This design comes from an exercise in tuning for small area, a short achievable clock period and few clock cycles per item on the open sky130 flow, not from production work. The RTL of this run was laid out without a check of its function. No activity file was given, so power comes from the tool's default toggle rates.

--- flow/design.v ---
module vfront(data, cut);
  input [15:0] data;
  output [22:0] cut;
  wire new_n40, new_n41, new_n42, new_n43, new_n44, new_n45, new_n46,
    new_n47, new_n48, new_n49, new_n50, new_n51, new_n52, new_n53, new_n54,
    new_n55, new_n56, new_n57, new_n58, new_n59, new_n60, new_n61, new_n62,
    new_n63, new_n64, new_n65, new_n66, new_n67, new_n68, new_n69, new_n70,
    new_n71, new_n72, new_n73, new_n74, new_n75, new_n76, new_n77, new_n78,
    new_n79, new_n80, new_n81, new_n82, new_n83, new_n84, new_n85, new_n86,
    new_n87, new_n88, new_n89, new_n90, new_n91, new_n92, new_n93, new_n94,
    new_n95, new_n96, new_n97, new_n98, new_n99, new_n100, new_n101,
    new_n102, new_n103, new_n104, new_n105, new_n106, new_n107, new_n108,
    new_n109, new_n110, new_n111, new_n112, new_n113, new_n114, new_n115,
    new_n116, new_n117, new_n118, new_n119, new_n120, new_n121, new_n122,
    new_n123, new_n124, new_n125, new_n126, new_n127, new_n128, new_n129,
    new_n130, new_n131, new_n132, new_n133, new_n134, new_n135, new_n136,
    new_n137, new_n138, new_n139, new_n140, new_n141, new_n142, new_n143,
    new_n144, new_n145, new_n146, new_n147, new_n148, new_n149, new_n150,
    new_n151, new_n152, new_n153, new_n154, new_n155, new_n156, new_n157,
    new_n159, new_n160, new_n161, new_n162, new_n163, new_n165, new_n166,
    new_n167, new_n168, new_n169, new_n170, new_n171, new_n172, new_n173,
    new_n174, new_n175, new_n176, new_n177, new_n178, new_n179, new_n180,
    new_n181, new_n182, new_n183, new_n184, new_n185, new_n186, new_n187,
    new_n188, new_n189, new_n190, new_n191, new_n192, new_n194, new_n195,
    new_n196, new_n197, new_n198, new_n199, new_n200, new_n201, new_n202,
    new_n203, new_n204, new_n205, new_n206, new_n207, new_n208, new_n209,
    new_n210, new_n211, new_n212, new_n213, new_n214, new_n215, new_n216,
    new_n217, new_n218, new_n219, new_n220, new_n221, new_n222, new_n223,
    new_n225, new_n226, new_n228, new_n229, new_n230, new_n231, new_n232,
    new_n233, new_n235, new_n236, new_n237, new_n238, new_n239, new_n240,
    new_n241, new_n242, new_n243, new_n244, new_n245, new_n246, new_n247,
    new_n248, new_n249, new_n250, new_n251, new_n252, new_n253, new_n254,
    new_n255, new_n256, new_n257, new_n258, new_n259, new_n260, new_n261,
    new_n262, new_n263, new_n264, new_n265, new_n266, new_n267, new_n268,
    new_n269, new_n270, new_n271, new_n272, new_n273, new_n274, new_n275,
    new_n276, new_n277, new_n278, new_n279, new_n280, new_n281, new_n282,
    new_n284, new_n285, new_n286, new_n287, new_n289, new_n290, new_n291,
    new_n292, new_n293, new_n294, new_n295, new_n297, new_n298, new_n299,
    new_n300, new_n301, new_n302, new_n303, new_n304, new_n305, new_n306,
    new_n307, new_n308, new_n309, new_n310, new_n311, new_n312, new_n313,
    new_n315, new_n316, new_n317, new_n318, new_n320, new_n321, new_n322,
    new_n324, new_n325, new_n327, new_n328, new_n330, new_n332, new_n333,
    new_n335, new_n336;
  assign new_n40 = data[10] & ~data[11];
  assign new_n41 = ~data[10] & data[11];
  assign new_n42 = ~new_n40 & ~new_n41;
  assign new_n43 = data[12] & ~new_n42;
  assign new_n44 = ~data[12] & new_n42;
  assign new_n45 = ~new_n43 & ~new_n44;
  assign new_n46 = data[14] & data[15];
  assign new_n47 = data[12] & ~data[13];
  assign new_n48 = ~data[12] & data[13];
  assign new_n49 = ~new_n47 & ~new_n48;
  assign new_n50 = new_n46 & new_n49;
  assign new_n51 = ~data[14] & ~data[15];
  assign new_n52 = ~new_n49 & new_n51;
  assign new_n53 = ~new_n50 & ~new_n52;
  assign new_n54 = ~new_n45 & new_n53;
  assign new_n55 = data[8] & ~data[9];
  assign new_n56 = ~data[8] & data[9];
  assign new_n57 = ~new_n55 & ~new_n56;
  assign new_n58 = data[10] & ~new_n57;
  assign new_n59 = ~data[10] & new_n57;
  assign new_n60 = ~new_n58 & ~new_n59;
  assign new_n61 = new_n49 & ~new_n60;
  assign new_n62 = ~new_n49 & new_n60;
  assign new_n63 = ~new_n61 & ~new_n62;
  assign new_n64 = new_n54 & ~new_n63;
  assign new_n65 = data[8] & ~new_n42;
  assign new_n66 = ~data[8] & new_n42;
  assign new_n67 = ~new_n65 & ~new_n66;
  assign new_n68 = new_n64 & new_n67;
  assign new_n69 = data[7] & ~new_n57;
  assign new_n70 = ~data[7] & new_n57;
  assign new_n71 = ~new_n69 & ~new_n70;
  assign new_n72 = ~data[6] & ~data[7];
  assign new_n73 = data[6] & data[7];
  assign new_n74 = ~new_n72 & ~new_n73;
  assign new_n75 = ~new_n46 & ~new_n51;
  assign new_n76 = new_n63 & new_n75;
  assign new_n77 = new_n45 & new_n53;
  assign new_n78 = new_n67 & new_n77;
  assign new_n79 = ~new_n76 & new_n78;
  assign new_n80 = new_n71 & new_n79;
  assign new_n81 = ~new_n74 & ~new_n80;
  assign new_n82 = ~new_n67 & new_n77;
  assign new_n83 = ~new_n57 & new_n82;
  assign new_n84 = ~new_n76 & new_n83;
  assign new_n85 = ~new_n67 & new_n75;
  assign new_n86 = new_n67 & ~new_n75;
  assign new_n87 = ~new_n85 & ~new_n86;
  assign new_n88 = new_n57 & new_n87;
  assign new_n89 = ~new_n57 & ~new_n87;
  assign new_n90 = new_n57 & ~new_n67;
  assign new_n91 = ~new_n89 & ~new_n90;
  assign new_n92 = ~new_n88 & new_n91;
  assign new_n93 = ~new_n53 & new_n63;
  assign new_n94 = data[10] & ~new_n51;
  assign new_n95 = ~data[10] & ~new_n46;
  assign new_n96 = ~new_n94 & ~new_n95;
  assign new_n97 = data[11] & data[13];
  assign new_n98 = ~data[11] & ~data[13];
  assign new_n99 = ~new_n97 & ~new_n98;
  assign new_n100 = ~new_n96 & ~new_n99;
  assign new_n101 = new_n53 & ~new_n63;
  assign new_n102 = new_n100 & ~new_n101;
  assign new_n103 = ~new_n93 & new_n102;
  assign new_n104 = ~new_n92 & new_n103;
  assign new_n105 = ~new_n84 & ~new_n104;
  assign new_n106 = data[6] & ~data[7];
  assign new_n107 = new_n105 & new_n106;
  assign new_n108 = new_n82 & new_n105;
  assign new_n109 = ~data[6] & data[7];
  assign new_n110 = new_n57 & new_n96;
  assign new_n111 = ~new_n76 & ~new_n110;
  assign new_n112 = new_n99 & ~new_n111;
  assign new_n113 = ~new_n88 & new_n112;
  assign new_n114 = new_n109 & ~new_n113;
  assign new_n115 = ~new_n108 & new_n114;
  assign new_n116 = ~new_n107 & ~new_n115;
  assign new_n117 = new_n67 & new_n93;
  assign new_n118 = ~new_n116 & ~new_n117;
  assign new_n119 = ~new_n81 & ~new_n118;
  assign new_n120 = ~new_n89 & new_n103;
  assign new_n121 = data[7] & new_n120;
  assign new_n122 = new_n57 & ~new_n87;
  assign new_n123 = new_n112 & ~new_n122;
  assign new_n124 = ~data[7] & new_n123;
  assign new_n125 = ~new_n121 & ~new_n124;
  assign new_n126 = new_n82 & new_n125;
  assign new_n127 = ~new_n116 & ~new_n126;
  assign new_n128 = new_n116 & new_n125;
  assign new_n129 = ~new_n127 & ~new_n128;
  assign new_n130 = ~new_n119 & ~new_n129;
  assign new_n131 = ~data[6] & new_n57;
  assign new_n132 = new_n63 & ~new_n75;
  assign new_n133 = ~new_n101 & ~new_n132;
  assign new_n134 = ~new_n77 & ~new_n133;
  assign new_n135 = new_n96 & new_n134;
  assign new_n136 = new_n131 & new_n135;
  assign new_n137 = new_n64 & ~new_n67;
  assign new_n138 = ~new_n57 & new_n137;
  assign new_n139 = ~new_n135 & ~new_n138;
  assign new_n140 = ~data[6] & ~new_n67;
  assign new_n141 = ~new_n139 & new_n140;
  assign new_n142 = ~data[7] & new_n141;
  assign new_n143 = new_n64 & new_n86;
  assign new_n144 = new_n68 & new_n109;
  assign new_n145 = ~new_n143 & ~new_n144;
  assign new_n146 = ~new_n142 & new_n145;
  assign new_n147 = ~new_n136 & new_n146;
  assign new_n148 = new_n130 & new_n147;
  assign new_n149 = ~new_n91 & new_n134;
  assign new_n150 = ~new_n73 & ~new_n137;
  assign new_n151 = ~new_n149 & ~new_n150;
  assign new_n152 = new_n82 & new_n110;
  assign new_n153 = ~new_n57 & new_n78;
  assign new_n154 = ~new_n152 & ~new_n153;
  assign new_n155 = ~new_n123 & new_n154;
  assign new_n156 = new_n139 & new_n155;
  assign new_n157 = ~new_n72 & ~new_n156;
  assign cut[7] = new_n151 | new_n157;
  assign new_n159 = new_n91 & new_n134;
  assign new_n160 = new_n74 & ~new_n159;
  assign new_n161 = ~new_n135 & ~new_n160;
  assign new_n162 = ~cut[7] & new_n161;
  assign new_n163 = data[6] & new_n162;
  assign cut[4] = ~new_n148 | new_n163;
  assign new_n165 = ~new_n71 & cut[4];
  assign new_n166 = new_n68 & ~new_n165;
  assign new_n167 = ~new_n104 & ~new_n113;
  assign new_n168 = new_n68 & ~new_n71;
  assign new_n169 = new_n167 & ~new_n168;
  assign new_n170 = ~new_n116 & ~new_n169;
  assign new_n171 = data[6] & ~new_n123;
  assign new_n172 = ~data[6] & ~new_n120;
  assign new_n173 = new_n116 & ~new_n172;
  assign new_n174 = ~new_n171 & new_n173;
  assign new_n175 = ~new_n170 & ~new_n174;
  assign new_n176 = data[6] & ~new_n57;
  assign new_n177 = ~new_n131 & ~new_n176;
  assign new_n178 = new_n54 & ~new_n75;
  assign new_n179 = new_n63 & new_n178;
  assign new_n180 = new_n177 & new_n179;
  assign new_n181 = ~new_n116 & ~new_n178;
  assign new_n182 = new_n63 & new_n181;
  assign new_n183 = ~new_n180 & ~new_n182;
  assign new_n184 = new_n175 & ~new_n183;
  assign new_n185 = new_n137 & ~new_n177;
  assign new_n186 = ~new_n79 & ~new_n185;
  assign new_n187 = ~new_n181 & ~new_n186;
  assign new_n188 = new_n74 & new_n133;
  assign new_n189 = new_n167 & new_n188;
  assign new_n190 = ~new_n129 & ~new_n189;
  assign new_n191 = ~new_n187 & new_n190;
  assign new_n192 = ~new_n184 & new_n191;
  assign cut[0] = new_n166 | ~new_n192;
  assign new_n194 = new_n175 & ~new_n180;
  assign new_n195 = ~data[7] & ~new_n96;
  assign new_n196 = data[7] & new_n96;
  assign new_n197 = ~new_n195 & ~new_n196;
  assign new_n198 = new_n132 & ~new_n197;
  assign new_n199 = ~new_n93 & ~new_n137;
  assign new_n200 = new_n67 & ~new_n177;
  assign new_n201 = ~new_n74 & ~new_n200;
  assign new_n202 = ~new_n199 & new_n201;
  assign new_n203 = ~new_n198 & ~new_n202;
  assign new_n204 = new_n148 & new_n181;
  assign new_n205 = ~new_n71 & ~new_n204;
  assign new_n206 = ~new_n53 & ~new_n67;
  assign new_n207 = new_n77 & ~new_n140;
  assign new_n208 = new_n167 & ~new_n207;
  assign new_n209 = new_n84 & new_n208;
  assign new_n210 = ~new_n84 & ~new_n208;
  assign new_n211 = ~new_n209 & ~new_n210;
  assign new_n212 = ~new_n206 & new_n211;
  assign new_n213 = ~new_n205 & new_n212;
  assign new_n214 = new_n133 & new_n148;
  assign new_n215 = ~new_n74 & ~new_n75;
  assign new_n216 = new_n68 & ~new_n215;
  assign new_n217 = ~new_n71 & new_n215;
  assign new_n218 = new_n82 & new_n197;
  assign new_n219 = new_n217 & new_n218;
  assign new_n220 = ~new_n189 & ~new_n219;
  assign new_n221 = ~new_n216 & new_n220;
  assign new_n222 = ~new_n214 & new_n221;
  assign new_n223 = new_n194 & new_n222;
  assign cut[2] = new_n213 | ~new_n223;
  assign new_n225 = ~new_n203 & ~cut[2];
  assign new_n226 = new_n194 & ~new_n225;
  assign cut[1] = new_n119 | ~new_n226;
  assign new_n228 = ~new_n167 & new_n178;
  assign new_n229 = ~new_n79 & new_n116;
  assign new_n230 = ~new_n228 & new_n229;
  assign new_n231 = new_n205 & ~new_n230;
  assign new_n232 = ~new_n170 & ~new_n202;
  assign new_n233 = new_n221 & new_n232;
  assign cut[3] = new_n231 | ~new_n233;
  assign new_n235 = ~new_n75 & new_n100;
  assign new_n236 = ~new_n46 & ~new_n94;
  assign new_n237 = new_n235 & ~new_n236;
  assign new_n238 = ~new_n97 & ~new_n236;
  assign new_n239 = new_n98 & ~new_n235;
  assign new_n240 = ~new_n238 & ~new_n239;
  assign new_n241 = ~new_n237 & new_n240;
  assign new_n242 = ~new_n98 & new_n236;
  assign new_n243 = ~new_n238 & ~new_n242;
  assign new_n244 = ~data[8] & ~data[9];
  assign new_n245 = data[12] & ~new_n244;
  assign new_n246 = ~new_n235 & ~new_n245;
  assign new_n247 = ~new_n243 & ~new_n246;
  assign new_n248 = ~data[12] & new_n243;
  assign new_n249 = data[8] & data[9];
  assign new_n250 = ~new_n248 & new_n249;
  assign new_n251 = ~new_n247 & ~new_n250;
  assign new_n252 = new_n241 & ~new_n251;
  assign new_n253 = ~new_n98 & ~new_n236;
  assign new_n254 = ~new_n97 & ~new_n253;
  assign new_n255 = new_n251 & new_n254;
  assign new_n256 = ~new_n252 & ~new_n255;
  assign new_n257 = ~cut[7] & new_n256;
  assign new_n258 = new_n56 & ~new_n178;
  assign new_n259 = new_n96 & new_n99;
  assign new_n260 = ~data[12] & ~new_n259;
  assign new_n261 = ~data[11] & data[13];
  assign new_n262 = data[10] & ~new_n46;
  assign new_n263 = ~new_n51 & ~new_n262;
  assign new_n264 = new_n261 & new_n263;
  assign new_n265 = data[11] & ~data[13];
  assign new_n266 = ~new_n263 & new_n265;
  assign new_n267 = ~new_n264 & ~new_n266;
  assign new_n268 = ~new_n260 & new_n267;
  assign new_n269 = ~new_n55 & ~new_n268;
  assign new_n270 = ~data[12] & ~new_n267;
  assign new_n271 = ~new_n269 & ~new_n270;
  assign new_n272 = ~new_n258 & new_n271;
  assign new_n273 = ~new_n96 & new_n265;
  assign new_n274 = ~new_n96 & new_n261;
  assign new_n275 = ~new_n263 & ~new_n274;
  assign new_n276 = ~new_n273 & ~new_n275;
  assign new_n277 = ~new_n272 & new_n276;
  assign new_n278 = ~new_n263 & ~new_n273;
  assign new_n279 = ~new_n274 & ~new_n278;
  assign new_n280 = new_n272 & new_n279;
  assign new_n281 = ~new_n277 & ~new_n280;
  assign new_n282 = cut[7] & ~new_n281;
  assign cut[5] = new_n257 | new_n282;
  assign new_n284 = new_n244 & ~new_n268;
  assign new_n285 = ~new_n251 & ~new_n284;
  assign new_n286 = ~cut[7] & ~new_n285;
  assign new_n287 = cut[7] & ~new_n272;
  assign cut[6] = ~new_n286 & ~new_n287;
  assign new_n289 = new_n109 & ~new_n143;
  assign new_n290 = ~new_n57 & new_n68;
  assign new_n291 = new_n78 & new_n110;
  assign new_n292 = ~new_n83 & ~new_n291;
  assign new_n293 = ~new_n113 & new_n292;
  assign new_n294 = ~new_n290 & new_n293;
  assign new_n295 = new_n161 & new_n294;
  assign cut[10] = ~new_n289 & ~new_n295;
  assign new_n297 = ~new_n56 & ~new_n268;
  assign new_n298 = new_n55 & ~new_n178;
  assign new_n299 = ~new_n270 & ~new_n298;
  assign new_n300 = ~new_n297 & new_n299;
  assign new_n301 = new_n276 & ~new_n300;
  assign new_n302 = new_n279 & new_n300;
  assign new_n303 = ~new_n301 & ~new_n302;
  assign new_n304 = cut[10] & ~new_n303;
  assign new_n305 = data[12] & ~new_n249;
  assign new_n306 = ~new_n235 & ~new_n305;
  assign new_n307 = ~new_n243 & ~new_n306;
  assign new_n308 = new_n244 & ~new_n248;
  assign new_n309 = ~new_n307 & ~new_n308;
  assign new_n310 = ~new_n241 & ~new_n309;
  assign new_n311 = ~new_n254 & new_n309;
  assign new_n312 = ~new_n310 & ~new_n311;
  assign new_n313 = ~cut[10] & ~new_n312;
  assign cut[8] = new_n304 | new_n313;
  assign new_n315 = cut[10] & ~new_n300;
  assign new_n316 = new_n249 & ~new_n268;
  assign new_n317 = ~new_n309 & ~new_n316;
  assign new_n318 = ~cut[10] & ~new_n317;
  assign cut[9] = ~new_n315 & ~new_n318;
  assign new_n320 = ~new_n72 & ~new_n137;
  assign new_n321 = ~new_n149 & ~new_n320;
  assign new_n322 = ~new_n73 & ~new_n156;
  assign cut[13] = new_n321 | new_n322;
  assign new_n324 = new_n256 & ~cut[13];
  assign new_n325 = ~new_n281 & cut[13];
  assign cut[11] = new_n324 | new_n325;
  assign new_n327 = ~new_n285 & ~cut[13];
  assign new_n328 = ~new_n272 & cut[13];
  assign cut[12] = ~new_n327 & ~new_n328;
  assign new_n330 = new_n106 & ~new_n143;
  assign cut[16] = ~new_n295 & ~new_n330;
  assign new_n332 = ~new_n303 & cut[16];
  assign new_n333 = ~new_n312 & ~cut[16];
  assign cut[14] = new_n332 | new_n333;
  assign new_n335 = ~new_n300 & cut[16];
  assign new_n336 = ~new_n317 & ~cut[16];
  assign cut[15] = ~new_n335 & ~new_n336;
  assign cut[17] = data[0];
  assign cut[18] = data[1];
  assign cut[19] = data[2];
  assign cut[20] = data[3];
  assign cut[21] = data[4];
  assign cut[22] = data[5];
endmodule
module vback(cut, dout);
  input [22:0] cut;
  output [7:0] dout;
  wire new_n32, new_n33, new_n34, new_n35, new_n36, new_n37, new_n38,
    new_n39, new_n40, new_n41, new_n42, new_n43, new_n44, new_n45, new_n46,
    new_n47, new_n48, new_n49, new_n50, new_n51, new_n52, new_n53, new_n54,
    new_n55, new_n56, new_n57, new_n58, new_n59, new_n60, new_n61, new_n62,
    new_n63, new_n64, new_n65, new_n66, new_n67, new_n68, new_n69, new_n70,
    new_n71, new_n72, new_n73, new_n74, new_n75, new_n76, new_n77, new_n78,
    new_n79, new_n80, new_n81, new_n82, new_n83, new_n84, new_n85, new_n86,
    new_n87, new_n88, new_n89, new_n90, new_n91, new_n92, new_n93, new_n94,
    new_n95, new_n96, new_n97, new_n98, new_n99, new_n100, new_n101,
    new_n102, new_n103, new_n104, new_n105, new_n106, new_n107, new_n108,
    new_n109, new_n110, new_n111, new_n112, new_n113, new_n114, new_n115,
    new_n116, new_n117, new_n118, new_n119, new_n120, new_n121, new_n122,
    new_n123, new_n124, new_n125, new_n126, new_n127, new_n128, new_n129,
    new_n130, new_n131, new_n132, new_n133, new_n134, new_n135, new_n136,
    new_n137, new_n138, new_n139, new_n140, new_n141, new_n142, new_n143,
    new_n144, new_n145, new_n146, new_n147, new_n148, new_n149, new_n150,
    new_n151, new_n152, new_n153, new_n154, new_n155, new_n156, new_n157,
    new_n158, new_n159, new_n160, new_n161, new_n162, new_n163, new_n164,
    new_n165, new_n166, new_n167, new_n168, new_n169, new_n170, new_n171,
    new_n172, new_n173, new_n174, new_n175, new_n176, new_n177, new_n178,
    new_n179, new_n180, new_n181, new_n182, new_n183, new_n184, new_n185,
    new_n186, new_n187, new_n188, new_n189, new_n190, new_n191, new_n192,
    new_n193, new_n194, new_n195, new_n196, new_n197, new_n198, new_n199,
    new_n200, new_n201, new_n202, new_n203, new_n204, new_n205, new_n206,
    new_n207, new_n208, new_n209, new_n210, new_n211, new_n212, new_n213,
    new_n214, new_n215, new_n216, new_n217, new_n218, new_n219, new_n220,
    new_n221, new_n222, new_n223, new_n224, new_n225, new_n226, new_n227,
    new_n228, new_n229, new_n230, new_n231, new_n232, new_n233, new_n234,
    new_n235, new_n236, new_n237, new_n238, new_n239, new_n240, new_n241,
    new_n242, new_n243, new_n244, new_n245, new_n247, new_n248, new_n249,
    new_n250, new_n251, new_n252, new_n253, new_n254, new_n255, new_n256,
    new_n257, new_n258, new_n259, new_n260, new_n261, new_n263, new_n264,
    new_n265, new_n266, new_n267, new_n268, new_n269, new_n270, new_n271,
    new_n272, new_n273, new_n274, new_n275, new_n277, new_n278, new_n279,
    new_n280, new_n281, new_n282, new_n283, new_n284, new_n285, new_n286,
    new_n287, new_n288, new_n289, new_n290, new_n291, new_n292, new_n293,
    new_n294, new_n295, new_n296, new_n298, new_n299, new_n300, new_n301,
    new_n302, new_n303, new_n304, new_n305, new_n306, new_n307, new_n308,
    new_n309, new_n310, new_n311, new_n312, new_n313, new_n315, new_n316,
    new_n317, new_n318, new_n319, new_n320, new_n321, new_n322, new_n323,
    new_n324, new_n325, new_n326, new_n327, new_n328, new_n329, new_n330,
    new_n332, new_n333, new_n334, new_n335, new_n336, new_n337, new_n339,
    new_n340, new_n341, new_n342, new_n343, new_n344, new_n345, new_n346;
  assign new_n32 = cut[21] & ~cut[22];
  assign new_n33 = ~cut[1] & ~cut[3];
  assign new_n34 = ~cut[4] & new_n33;
  assign new_n35 = cut[1] & cut[2];
  assign new_n36 = ~cut[0] & cut[3];
  assign new_n37 = ~new_n35 & new_n36;
  assign new_n38 = cut[0] & ~cut[3];
  assign new_n39 = ~cut[2] & new_n38;
  assign new_n40 = ~new_n37 & ~new_n39;
  assign new_n41 = ~new_n34 & new_n40;
  assign new_n42 = new_n32 & new_n41;
  assign new_n43 = ~cut[21] & cut[22];
  assign new_n44 = ~new_n41 & new_n43;
  assign new_n45 = ~new_n42 & ~new_n44;
  assign new_n46 = ~cut[0] & ~cut[2];
  assign new_n47 = cut[0] & cut[2];
  assign new_n48 = ~new_n46 & ~new_n47;
  assign new_n49 = new_n33 & ~new_n48;
  assign new_n50 = cut[4] & ~new_n49;
  assign new_n51 = ~cut[3] & new_n35;
  assign new_n52 = ~new_n47 & ~new_n51;
  assign new_n53 = new_n50 & new_n52;
  assign new_n54 = ~new_n45 & new_n53;
  assign new_n55 = cut[21] & cut[22];
  assign new_n56 = cut[2] & cut[3];
  assign new_n57 = ~cut[4] & ~new_n56;
  assign new_n58 = new_n55 & ~new_n57;
  assign new_n59 = ~cut[21] & ~cut[22];
  assign new_n60 = new_n57 & new_n59;
  assign new_n61 = ~new_n58 & ~new_n60;
  assign new_n62 = cut[0] & cut[3];
  assign new_n63 = ~cut[2] & ~cut[4];
  assign new_n64 = cut[2] & cut[4];
  assign new_n65 = ~new_n63 & ~new_n64;
  assign new_n66 = new_n62 & ~new_n65;
  assign new_n67 = ~new_n35 & new_n66;
  assign new_n68 = cut[1] & ~cut[4];
  assign new_n69 = cut[3] & new_n68;
  assign new_n70 = ~new_n51 & ~new_n69;
  assign new_n71 = ~new_n67 & new_n70;
  assign new_n72 = cut[0] & cut[1];
  assign new_n73 = ~cut[3] & ~cut[4];
  assign new_n74 = ~new_n72 & new_n73;
  assign new_n75 = ~cut[2] & new_n74;
  assign new_n76 = ~new_n50 & ~new_n75;
  assign new_n77 = new_n71 & new_n76;
  assign new_n78 = ~new_n61 & new_n77;
  assign new_n79 = ~new_n56 & new_n72;
  assign new_n80 = ~new_n64 & ~new_n79;
  assign new_n81 = cut[22] & ~new_n80;
  assign new_n82 = cut[3] & ~cut[22];
  assign new_n83 = ~new_n81 & ~new_n82;
  assign new_n84 = new_n78 & ~new_n83;
  assign new_n85 = ~new_n54 & ~new_n84;
  assign new_n86 = cut[19] & ~cut[20];
  assign new_n87 = ~new_n85 & new_n86;
  assign new_n88 = cut[19] & cut[20];
  assign new_n89 = new_n55 & new_n57;
  assign new_n90 = ~new_n57 & new_n59;
  assign new_n91 = ~new_n89 & ~new_n90;
  assign new_n92 = ~new_n71 & ~new_n91;
  assign new_n93 = ~new_n32 & ~new_n43;
  assign new_n94 = new_n75 & new_n93;
  assign new_n95 = new_n71 & ~new_n94;
  assign new_n96 = ~new_n92 & ~new_n95;
  assign new_n97 = new_n88 & new_n96;
  assign new_n98 = ~cut[19] & ~cut[20];
  assign new_n99 = ~new_n50 & new_n72;
  assign new_n100 = new_n71 & new_n99;
  assign new_n101 = ~cut[0] & ~cut[4];
  assign new_n102 = ~new_n49 & ~new_n56;
  assign new_n103 = new_n101 & ~new_n102;
  assign new_n104 = ~new_n93 & ~new_n103;
  assign new_n105 = ~new_n100 & new_n104;
  assign new_n106 = ~new_n53 & new_n93;
  assign new_n107 = ~new_n105 & ~new_n106;
  assign new_n108 = new_n98 & new_n107;
  assign new_n109 = ~new_n97 & ~new_n108;
  assign new_n110 = ~new_n87 & new_n109;
  assign new_n111 = ~cut[19] & cut[20];
  assign new_n112 = ~new_n61 & ~new_n71;
  assign new_n113 = ~cut[2] & cut[4];
  assign new_n114 = new_n47 & new_n73;
  assign new_n115 = ~new_n113 & ~new_n114;
  assign new_n116 = ~new_n50 & ~new_n115;
  assign new_n117 = ~new_n103 & new_n116;
  assign new_n118 = new_n71 & ~new_n72;
  assign new_n119 = new_n117 & new_n118;
  assign new_n120 = ~new_n45 & new_n119;
  assign new_n121 = ~new_n112 & ~new_n120;
  assign new_n122 = new_n111 & ~new_n121;
  assign new_n123 = new_n110 & ~new_n122;
  assign new_n124 = cut[1] & cut[3];
  assign new_n125 = new_n93 & ~new_n124;
  assign new_n126 = new_n53 & new_n125;
  assign new_n127 = cut[2] & ~cut[4];
  assign new_n128 = new_n35 & ~new_n127;
  assign new_n129 = cut[0] & new_n128;
  assign new_n130 = ~new_n35 & ~new_n66;
  assign new_n131 = ~new_n129 & ~new_n130;
  assign new_n132 = ~new_n93 & new_n131;
  assign new_n133 = ~new_n126 & ~new_n132;
  assign new_n134 = new_n83 & ~new_n133;
  assign new_n135 = ~new_n78 & new_n88;
  assign new_n136 = new_n71 & ~new_n103;
  assign new_n137 = ~new_n50 & ~new_n72;
  assign new_n138 = new_n136 & new_n137;
  assign new_n139 = ~new_n45 & new_n138;
  assign new_n140 = new_n98 & ~new_n139;
  assign new_n141 = ~new_n135 & ~new_n140;
  assign new_n142 = ~new_n134 & ~new_n141;
  assign new_n143 = ~new_n86 & ~new_n111;
  assign new_n144 = new_n112 & ~new_n127;
  assign new_n145 = ~new_n143 & ~new_n144;
  assign new_n146 = ~cut[1] & ~cut[2];
  assign new_n147 = ~cut[0] & new_n146;
  assign new_n148 = ~cut[3] & ~new_n72;
  assign new_n149 = ~new_n147 & ~new_n148;
  assign new_n150 = new_n54 & new_n149;
  assign new_n151 = new_n145 & ~new_n150;
  assign new_n152 = ~new_n142 & ~new_n151;
  assign new_n153 = new_n123 & ~new_n152;
  assign new_n154 = cut[17] & ~cut[18];
  assign new_n155 = new_n88 & new_n112;
  assign new_n156 = new_n54 & new_n98;
  assign new_n157 = ~new_n155 & ~new_n156;
  assign new_n158 = new_n154 & new_n157;
  assign new_n159 = new_n153 & new_n158;
  assign new_n160 = ~cut[17] & cut[18];
  assign new_n161 = ~new_n154 & ~new_n160;
  assign new_n162 = cut[20] & ~new_n107;
  assign new_n163 = new_n32 & ~new_n41;
  assign new_n164 = new_n41 & new_n43;
  assign new_n165 = ~new_n163 & ~new_n164;
  assign new_n166 = new_n119 & ~new_n165;
  assign new_n167 = new_n92 & new_n127;
  assign new_n168 = new_n98 & ~new_n167;
  assign new_n169 = ~new_n166 & new_n168;
  assign new_n170 = ~new_n162 & ~new_n169;
  assign new_n171 = new_n53 & ~new_n165;
  assign new_n172 = new_n77 & ~new_n91;
  assign new_n173 = ~cut[2] & cut[3];
  assign new_n174 = ~new_n64 & ~new_n173;
  assign new_n175 = new_n172 & ~new_n174;
  assign new_n176 = ~new_n171 & ~new_n175;
  assign new_n177 = ~cut[22] & new_n80;
  assign new_n178 = cut[3] & ~new_n101;
  assign new_n179 = cut[22] & ~new_n178;
  assign new_n180 = ~new_n177 & ~new_n179;
  assign new_n181 = ~new_n133 & ~new_n180;
  assign new_n182 = ~new_n61 & ~new_n75;
  assign new_n183 = ~new_n95 & ~new_n182;
  assign new_n184 = cut[19] & ~new_n183;
  assign new_n185 = ~new_n181 & ~new_n184;
  assign new_n186 = ~new_n176 & ~new_n185;
  assign new_n187 = ~new_n170 & new_n186;
  assign new_n188 = new_n170 & new_n185;
  assign new_n189 = ~new_n187 & ~new_n188;
  assign new_n190 = new_n149 & new_n171;
  assign new_n191 = new_n92 & ~new_n127;
  assign new_n192 = new_n143 & ~new_n191;
  assign new_n193 = ~new_n190 & new_n192;
  assign new_n194 = new_n138 & ~new_n165;
  assign new_n195 = new_n111 & ~new_n194;
  assign new_n196 = new_n86 & ~new_n172;
  assign new_n197 = ~new_n195 & ~new_n196;
  assign new_n198 = ~new_n181 & ~new_n197;
  assign new_n199 = ~new_n193 & ~new_n198;
  assign new_n200 = new_n189 & ~new_n199;
  assign new_n201 = cut[20] & new_n171;
  assign new_n202 = new_n200 & ~new_n201;
  assign new_n203 = ~new_n161 & ~new_n202;
  assign new_n204 = ~new_n85 & new_n111;
  assign new_n205 = new_n86 & ~new_n121;
  assign new_n206 = ~new_n204 & ~new_n205;
  assign new_n207 = cut[3] & ~new_n113;
  assign new_n208 = ~new_n80 & new_n207;
  assign new_n209 = cut[1] & ~cut[22];
  assign new_n210 = ~cut[1] & cut[22];
  assign new_n211 = ~new_n209 & ~new_n210;
  assign new_n212 = new_n208 & new_n211;
  assign new_n213 = ~new_n143 & ~new_n212;
  assign new_n214 = ~new_n78 & ~new_n96;
  assign new_n215 = ~cut[20] & new_n214;
  assign new_n216 = ~new_n213 & ~new_n215;
  assign new_n217 = ~new_n54 & ~new_n139;
  assign new_n218 = new_n162 & new_n217;
  assign new_n219 = new_n216 & ~new_n218;
  assign new_n220 = new_n206 & ~new_n219;
  assign new_n221 = ~new_n152 & new_n220;
  assign new_n222 = cut[18] & new_n221;
  assign new_n223 = ~new_n166 & ~new_n167;
  assign new_n224 = ~new_n78 & ~new_n139;
  assign new_n225 = new_n145 & new_n224;
  assign new_n226 = new_n172 & new_n174;
  assign new_n227 = ~new_n194 & ~new_n226;
  assign new_n228 = ~new_n145 & new_n227;
  assign new_n229 = ~new_n225 & ~new_n228;
  assign new_n230 = new_n223 & new_n229;
  assign new_n231 = new_n189 & ~new_n230;
  assign new_n232 = new_n208 & ~new_n211;
  assign new_n233 = ~new_n123 & ~new_n232;
  assign new_n234 = new_n231 & ~new_n233;
  assign new_n235 = ~new_n172 & ~new_n183;
  assign new_n236 = cut[20] & new_n235;
  assign new_n237 = ~new_n107 & new_n176;
  assign new_n238 = ~cut[20] & new_n237;
  assign new_n239 = ~new_n236 & ~new_n238;
  assign new_n240 = ~new_n194 & ~new_n239;
  assign new_n241 = new_n234 & ~new_n240;
  assign new_n242 = ~new_n199 & ~new_n241;
  assign new_n243 = ~cut[17] & new_n242;
  assign new_n244 = ~new_n222 & ~new_n243;
  assign new_n245 = ~new_n203 & ~new_n244;
  assign dout[0] = ~new_n159 & ~new_n245;
  assign new_n247 = new_n98 & ~new_n176;
  assign new_n248 = new_n88 & ~new_n223;
  assign new_n249 = ~new_n247 & ~new_n248;
  assign new_n250 = new_n206 & new_n249;
  assign new_n251 = ~new_n230 & new_n250;
  assign new_n252 = new_n159 & ~new_n251;
  assign new_n253 = ~new_n203 & ~new_n252;
  assign new_n254 = ~new_n153 & ~new_n161;
  assign new_n255 = new_n157 & ~new_n254;
  assign new_n256 = new_n160 & ~new_n251;
  assign new_n257 = new_n111 & new_n171;
  assign new_n258 = new_n86 & new_n92;
  assign new_n259 = ~new_n257 & ~new_n258;
  assign new_n260 = ~new_n256 & new_n259;
  assign new_n261 = new_n255 & new_n260;
  assign dout[1] = ~new_n253 | ~new_n261;
  assign new_n263 = new_n234 & new_n259;
  assign new_n264 = new_n253 & new_n263;
  assign new_n265 = ~new_n242 & ~new_n264;
  assign new_n266 = ~cut[18] & ~new_n234;
  assign new_n267 = new_n221 & ~new_n266;
  assign new_n268 = ~dout[1] & ~new_n267;
  assign new_n269 = new_n255 & ~new_n256;
  assign new_n270 = ~new_n199 & new_n259;
  assign new_n271 = new_n240 & new_n270;
  assign new_n272 = new_n234 & new_n271;
  assign new_n273 = new_n253 & new_n272;
  assign new_n274 = new_n269 & ~new_n273;
  assign new_n275 = ~new_n268 & new_n274;
  assign dout[2] = new_n265 | new_n275;
  assign new_n277 = new_n111 & ~new_n253;
  assign new_n278 = new_n86 & ~new_n92;
  assign new_n279 = new_n253 & new_n278;
  assign new_n280 = ~new_n277 & ~new_n279;
  assign new_n281 = ~new_n134 & ~new_n181;
  assign new_n282 = new_n107 & new_n281;
  assign new_n283 = ~new_n194 & ~new_n282;
  assign new_n284 = new_n143 & ~new_n283;
  assign new_n285 = ~new_n171 & ~new_n284;
  assign new_n286 = new_n280 & new_n285;
  assign new_n287 = dout[2] & ~new_n286;
  assign new_n288 = ~new_n268 & new_n269;
  assign new_n289 = new_n88 & ~new_n267;
  assign new_n290 = ~dout[1] & new_n289;
  assign new_n291 = ~new_n98 & new_n217;
  assign new_n292 = ~new_n282 & new_n291;
  assign new_n293 = ~new_n290 & new_n292;
  assign new_n294 = new_n98 & new_n268;
  assign new_n295 = ~new_n293 & ~new_n294;
  assign new_n296 = ~new_n288 & new_n295;
  assign dout[3] = new_n287 | new_n296;
  assign new_n298 = new_n57 & ~new_n93;
  assign new_n299 = new_n59 & ~new_n288;
  assign new_n300 = ~new_n295 & new_n299;
  assign new_n301 = ~new_n298 & ~new_n300;
  assign new_n302 = ~new_n288 & ~new_n295;
  assign new_n303 = ~new_n55 & new_n286;
  assign new_n304 = dout[2] & new_n303;
  assign new_n305 = ~new_n302 & ~new_n304;
  assign new_n306 = new_n301 & ~new_n305;
  assign new_n307 = new_n41 & new_n93;
  assign new_n308 = ~new_n32 & ~new_n307;
  assign new_n309 = ~new_n287 & new_n308;
  assign new_n310 = ~new_n43 & ~new_n307;
  assign new_n311 = new_n287 & new_n310;
  assign new_n312 = ~new_n309 & ~new_n311;
  assign new_n313 = dout[3] & new_n312;
  assign dout[4] = new_n306 | new_n313;
  assign new_n315 = cut[16] & new_n313;
  assign new_n316 = cut[10] & new_n306;
  assign new_n317 = ~new_n315 & ~new_n316;
  assign new_n318 = new_n43 & new_n287;
  assign new_n319 = new_n32 & ~new_n287;
  assign new_n320 = ~new_n318 & ~new_n319;
  assign new_n321 = dout[3] & ~new_n307;
  assign new_n322 = new_n320 & new_n321;
  assign new_n323 = cut[13] & new_n322;
  assign new_n324 = new_n55 & ~new_n302;
  assign new_n325 = new_n301 & ~new_n324;
  assign new_n326 = dout[2] & new_n286;
  assign new_n327 = ~new_n302 & ~new_n326;
  assign new_n328 = ~new_n325 & ~new_n327;
  assign new_n329 = cut[7] & new_n328;
  assign new_n330 = ~new_n323 & ~new_n329;
  assign dout[5] = ~new_n317 | ~new_n330;
  assign new_n332 = cut[15] & new_n313;
  assign new_n333 = cut[9] & new_n306;
  assign new_n334 = ~new_n332 & ~new_n333;
  assign new_n335 = cut[12] & new_n322;
  assign new_n336 = cut[6] & new_n328;
  assign new_n337 = ~new_n335 & ~new_n336;
  assign dout[6] = ~new_n334 | ~new_n337;
  assign new_n339 = cut[8] & new_n306;
  assign new_n340 = cut[11] & ~new_n307;
  assign new_n341 = dout[3] & new_n340;
  assign new_n342 = new_n320 & new_n341;
  assign new_n343 = ~new_n339 & ~new_n342;
  assign new_n344 = cut[5] & new_n328;
  assign new_n345 = new_n343 & ~new_n344;
  assign new_n346 = cut[14] & new_n313;
  assign dout[7] = ~new_n345 | new_n346;
endmodule
module viterbi_decoder(clk, rst, en, data, data_out, done_flag);
    input clk, rst, en;
    input [15:0] data;
    output [7:0] data_out;
    output reg done_flag;
    wire [22:0] cut;
    reg  [22:0] cut_q;
    vfront head (.data(data), .cut(cut));
    vback  tail (.cut(cut_q), .dout(data_out));
    always @(posedge clk or posedge rst)
        if (rst) done_flag <= 1'b0;
        else     done_flag <= en;
    always @(posedge clk)
        cut_q <= cut;
endmodule
--- flow/flow/run.sh ---
#!/bin/bash
# The standard layout (the standard.sh, on the standard synthesis script) with two
# changes:
#  - ADDER_MAP_FILE is empty, so Yosys does not extract half/full adders into
#    sky130 ha/fa cells before ABC; ABC maps that logic with the rest.
#  - the port buffers inserted before global placement are sky130_fd_sc_hd__buf_2
#    instead of the resizer's default pick (a clkdlybuf4s50 delay cell).
# Registers and their names are those of the standard synthesis.
set -euo pipefail
export BUFFER_PORTS_ARGS="-buffer_cell sky130_fd_sc_hd__buf_2"
bash standard.sh ADDER_MAP_FILE= finish > standard.log 2>&1
--- flow/standard.sh ---
#!/bin/bash
# synth_recipe.tcl (not shown) runs the flow's synth.tcl, then flattens the netlist and writes it again
# the make line also repeats each setting of config.mk as NAME=value (left out here)
make -C /OpenROAD-flow-scripts/flow DESIGN_CONFIG=/design/flow/config.mk WORK_HOME=/design/flow/orfs CLKGATE_MAP_FILE= SYNTH_SCRIPT=/design/flow/synth_recipe.tcl "${@:-finish}"
--- flow/config.mk ---
export PLATFORM = sky130hd
export DESIGN_NAME = viterbi_decoder
export DESIGN_NICKNAME = viterbi_decoder
export VERILOG_FILES = /design/flow/design.v
export SDC_FILE = /design/flow/constraint.sdc
export NUM_CORES = 4
export LEC_CHECK = 0
export ABC_AREA = 1
export CAP_MARGIN = 20
export CORE_MARGIN = 2
export CORE_UTILIZATION = 40
export SETUP_SLACK_MARGIN = 0.45
export SLEW_MARGIN = 20
--- flow/constraint.sdc ---
create_clock -name core_clock -period 5.0 [get_ports {clk}]
set_input_delay 1.0000 -clock core_clock [delete_from_list [all_inputs] [get_ports {clk}]]
set_output_delay 1.0000 -clock core_clock [all_outputs]
set_load 0.01 [all_outputs]
==> summary.txt <==
Layout
  – Share of cells above drive strength 1: 13.8%
  – Fin area: 0.00342 mm^2
  – Antenna diodes: 0
  – Most common cell after layout, fill and taps aside: nand2_1
  – Nets: 634
  – Reg area: 495 um^2
  – # fillers: 855
  – Area of the multi-input gates: 0.00225 mm^2
  – Syn-to-layout area delta: 9.93%
  – Commonest cells after routing, fill and taps aside: nand2_1 (191), inv_1 (80), nor2_1 (68)

Critical path
  – Crit-path cells: nand2_2 > nand3_2 > nand3_2 > o21ai_1 > inv_2 > nand2_1 > nand2_1 > nand2_1 > nand2_1 > nand2_1 > nand3_1 > nand2_1 > nand2_2 > inv_2 > nand2_2 > o21ai_2 > nand2_1 > a21oi_4 > nand2_2 > nand3_1 > nand4_1 > buf_2
  – CP startpoint: cut_q[2]$_DFF_P_
  – Crit path kind: reg2out
  – CP most frequent cell: nand2_1
  – Slowest CP cell: dfxtp_2
  – CP Max Fanout: 10
  – Crit path DAT: 3.21 ns
  – CP Launch Type: flop
  – Critical path data required time: 4.00 ns
  – Max stage delay on crit path: 0.45 ns
  – Crit end category: output port

Floorplanning
  – Die X: 92.2 um
  – Die Y: 92.2 um
  – Starting Density: 40.7%
  – Cell Rows: 32
  – # IOs: 28
  – Die ar.: 0.00850 mm^2
  – Core area: 0.00765 mm^2

STA
  – Max Freq: 237 MHz
  – Tmin final: 4.21 ns
  – Worst setup margin: 0.789 ns
  – Setup violators final: 0
  – RSZ-0062 raised after global routing: no
  – Max_slew headroom: 64.5%
  – Setup TNS: 0 ns
  – Final Slew Violations: 0
  – Worst-Margin Slew: 0.530 ns
  – Final Hold Violating Endpoints: 0
  – Final period util: 84.2%

Synth
  – Ranking of synthesized cells by area: nand2_1 (23%), dfxtp_1 (15%), inv_1 (9.7%)
  – Count of unique library cells instantiated by Yosys: 35
  – Synth Cell Area: 0.00311 mm^2
  – Seq/Total Area, Yosys: 15.6%
  – FF+latch count, synth: 24
  – Syn_area_per_cell: 5.27 um^2
  – Post-Syn Nets: 609
  – Post-synthesis cell count: 590
  – Share of the synthesized area in the top cell type: 23.2%
  – Synth warn: 1
  – Cell taking the most area after synthesis: nand2_1

Place
  – GPL Wtd Cong: 0.985
  – DP HPWL: 7470 um
  – DP Worst Slack: 0.954 ns
  – Port bufs: 27
  – Placed Area: 0.00333 mm^2

Clock network
  – Post-CTS Setup Bufs: 0
  – Clk pin slew, worst setup/hold paths: 0.08 ns
  – Root Buffer: clkbuf_8
  – CTS buffer count: 3
  – H-Tree Depth: 1
  – Max Buffers Root-to-Sink: 2
  – Number of clock sinks: 24
  – CTS tree: yes
  – # hold bufs at CTS: 0

Power and ir drop
  – P_leak: 1.91 nW
  – Peak supply drop: 240 uV
  – PwrDens: 446 mW/mm^2

Drt
  – Detail Route Antenna Nets: 0
  – Vias per std cell: 5.19
  – Pre-Repair DR Iteration Count: 5
  – Via Count: 3716
  – Drt wl/cell: 12.3 um
  – Routed WL: 8800 um
  – Drt drc: 0
  – Detailed Route Iter0 Violations: 169

Outcome
  – Status: no timing/DRC/antenna violations

GRT
  – Pin count of the biggest net entering global routing: 15
  – First-pass GRT wire length: 15100 um
  – GRT Util Overall: 21.5%
  – Number of global-route vias before repair: 3484
  – Initial antenna violation count: 0
  – Global route overflow: 0

Job
  – Maximum capacitance violations: 0

Hold path
  – Hold Crit Class: in2async
-- metrics by stage --
step	hold slack, ns	total power, W	utilization (%)	instances
detailed placement	0.835	0.00134	43.5	712
global route	0.534	0.00168	44.7	716
floorplan	0.729	0.00108	-	590
finish	0.548	0.00153	44.7	716
CTS	0.541	0.00151	44.5	716
global placement	0.832	0.00134	43.5	712
-- flip-flops by register name, indices dropped and copies added, names as in the netlist --
name / cells
cut_q: 23
done_flag: 1
-- logic make-up (layout without fill, tap and decap cells) --
group,count (synthesis),after routing,share of synthesized area [%]
AND/OR/NAND/NOR,372,372,52.3
buffers and inverters,98,122,12.4
AO/OA/AOI/OAI,80,80,14.9
flip-flops,24,24,15.6
XOR/XNOR,8,8,2.25
multiplexers,8,8,2.57
-- cell type report --
| cell class | instances | share of cell area [%] |
|---|---|---|
| Multi-Input combinational cell | 468 | 65.8 |
| Inverter | 91 | 9.99 |
| Timing Repair Buffer | 27 | 3.95 |
| Tap cell | 102 | 3.73 |
| Sequential cell | 24 | 14.5 |
| Clock inverter | 1 | 0.878 |
| Clock buffer | 3 | 1.21 |
-- worst max-delay path, delay by kind of cell, from the launching register on --
family	cells	cell delay, ns
AOI/OAI and AO/OA	3	0.62
and+or+nand+nor	16	1.51
buffers and inverters	3	0.36
DFF	1	0.45
-- power breakdown --
part           leakage, nW  internal, W  total, W  switching, W
Combinational         1.67     0.000355   0.00108      0.000725
Clock               0.0357     0.000107  0.000166     0.0000589
Sequential           0.205     0.000238  0.000281     0.0000431
-- final timing paths --
check | end | slack [ns] | depth (start not counted)
setup / recovery | data_out[7] | 0.79 | 22
hold / removal | done_flag$_DFF_PP0_ | 0.55 | 2
max in group asynchronous | done_flag$_DFF_PP0_ | 4.37 | 2
min in group core_clock | cut_q[18]$_DFF_P_ | 0.83 | 1
-- cell usage after synthesis, drive strengths merged --
cell type	count
nand2	206
inv	91
nor2	76
nand3	60
o21ai	43
a21oi	25
dfxtp	23
nand4	12
nor3	9
mux2i	8
xor2	8
buf	5
or2	4
nand3b	3
o221ai	3
a22oi	2
clkbuf	2
o22ai	2
a21boi	1
a32oi	1
and2	1
dfrtp	1
nor4	1
o211ai	1
o21a	1
o21bai	1
-- routing by layer --
| metal | part of all wire (%) | wire length, um | global-route usage (%) |
|---|---|---|---|
| met3 | 4.2 | 370 | 2.55 |
| met5 | 0 | 0 | 0 |
| met4 | 3.0 | 263 | 8.96 |
| met2 | 48 | 4260 | 38.3 |
| met1 | 44 | 3900 | 26.0 |
-- timing repair --
action,4_1_cts,5_1_grt
endpoints found under the hold margin,0,0
setup endpoints to repair,0,4
gates resized for setup,0,10

==> what the ideal ports hide <==
How much do the figures lean on ideal ports? The routed layout below was timed once more, with nothing changed but the port constraints. Step 1 assumes that a clkbuf_16 drives the clock port and a buf_2 every other input. Step 2, shift: input delay + t, output delay - t, t = (earliest + latest rising clock arrival at the registers) / 2. This alone moves slack from input paths to output paths. Slacks: ideal ports / drivers / drivers and shift; pairs: ideal ports / drivers.
shift t [ns]: 0.292
setup slack, ns: 0.789 / 0.759 / 1.052
clock arrival spread, ns: 0.003 / 0.003
worst register clock-pin slew, ns: 0.08 / 0.08
pins driven straight from the clock port: 1
After both steps this run still meets setup and hold. For this run, drivers alone change the setup slack by -0.030 ns; drivers and shift together by +0.263 ns.
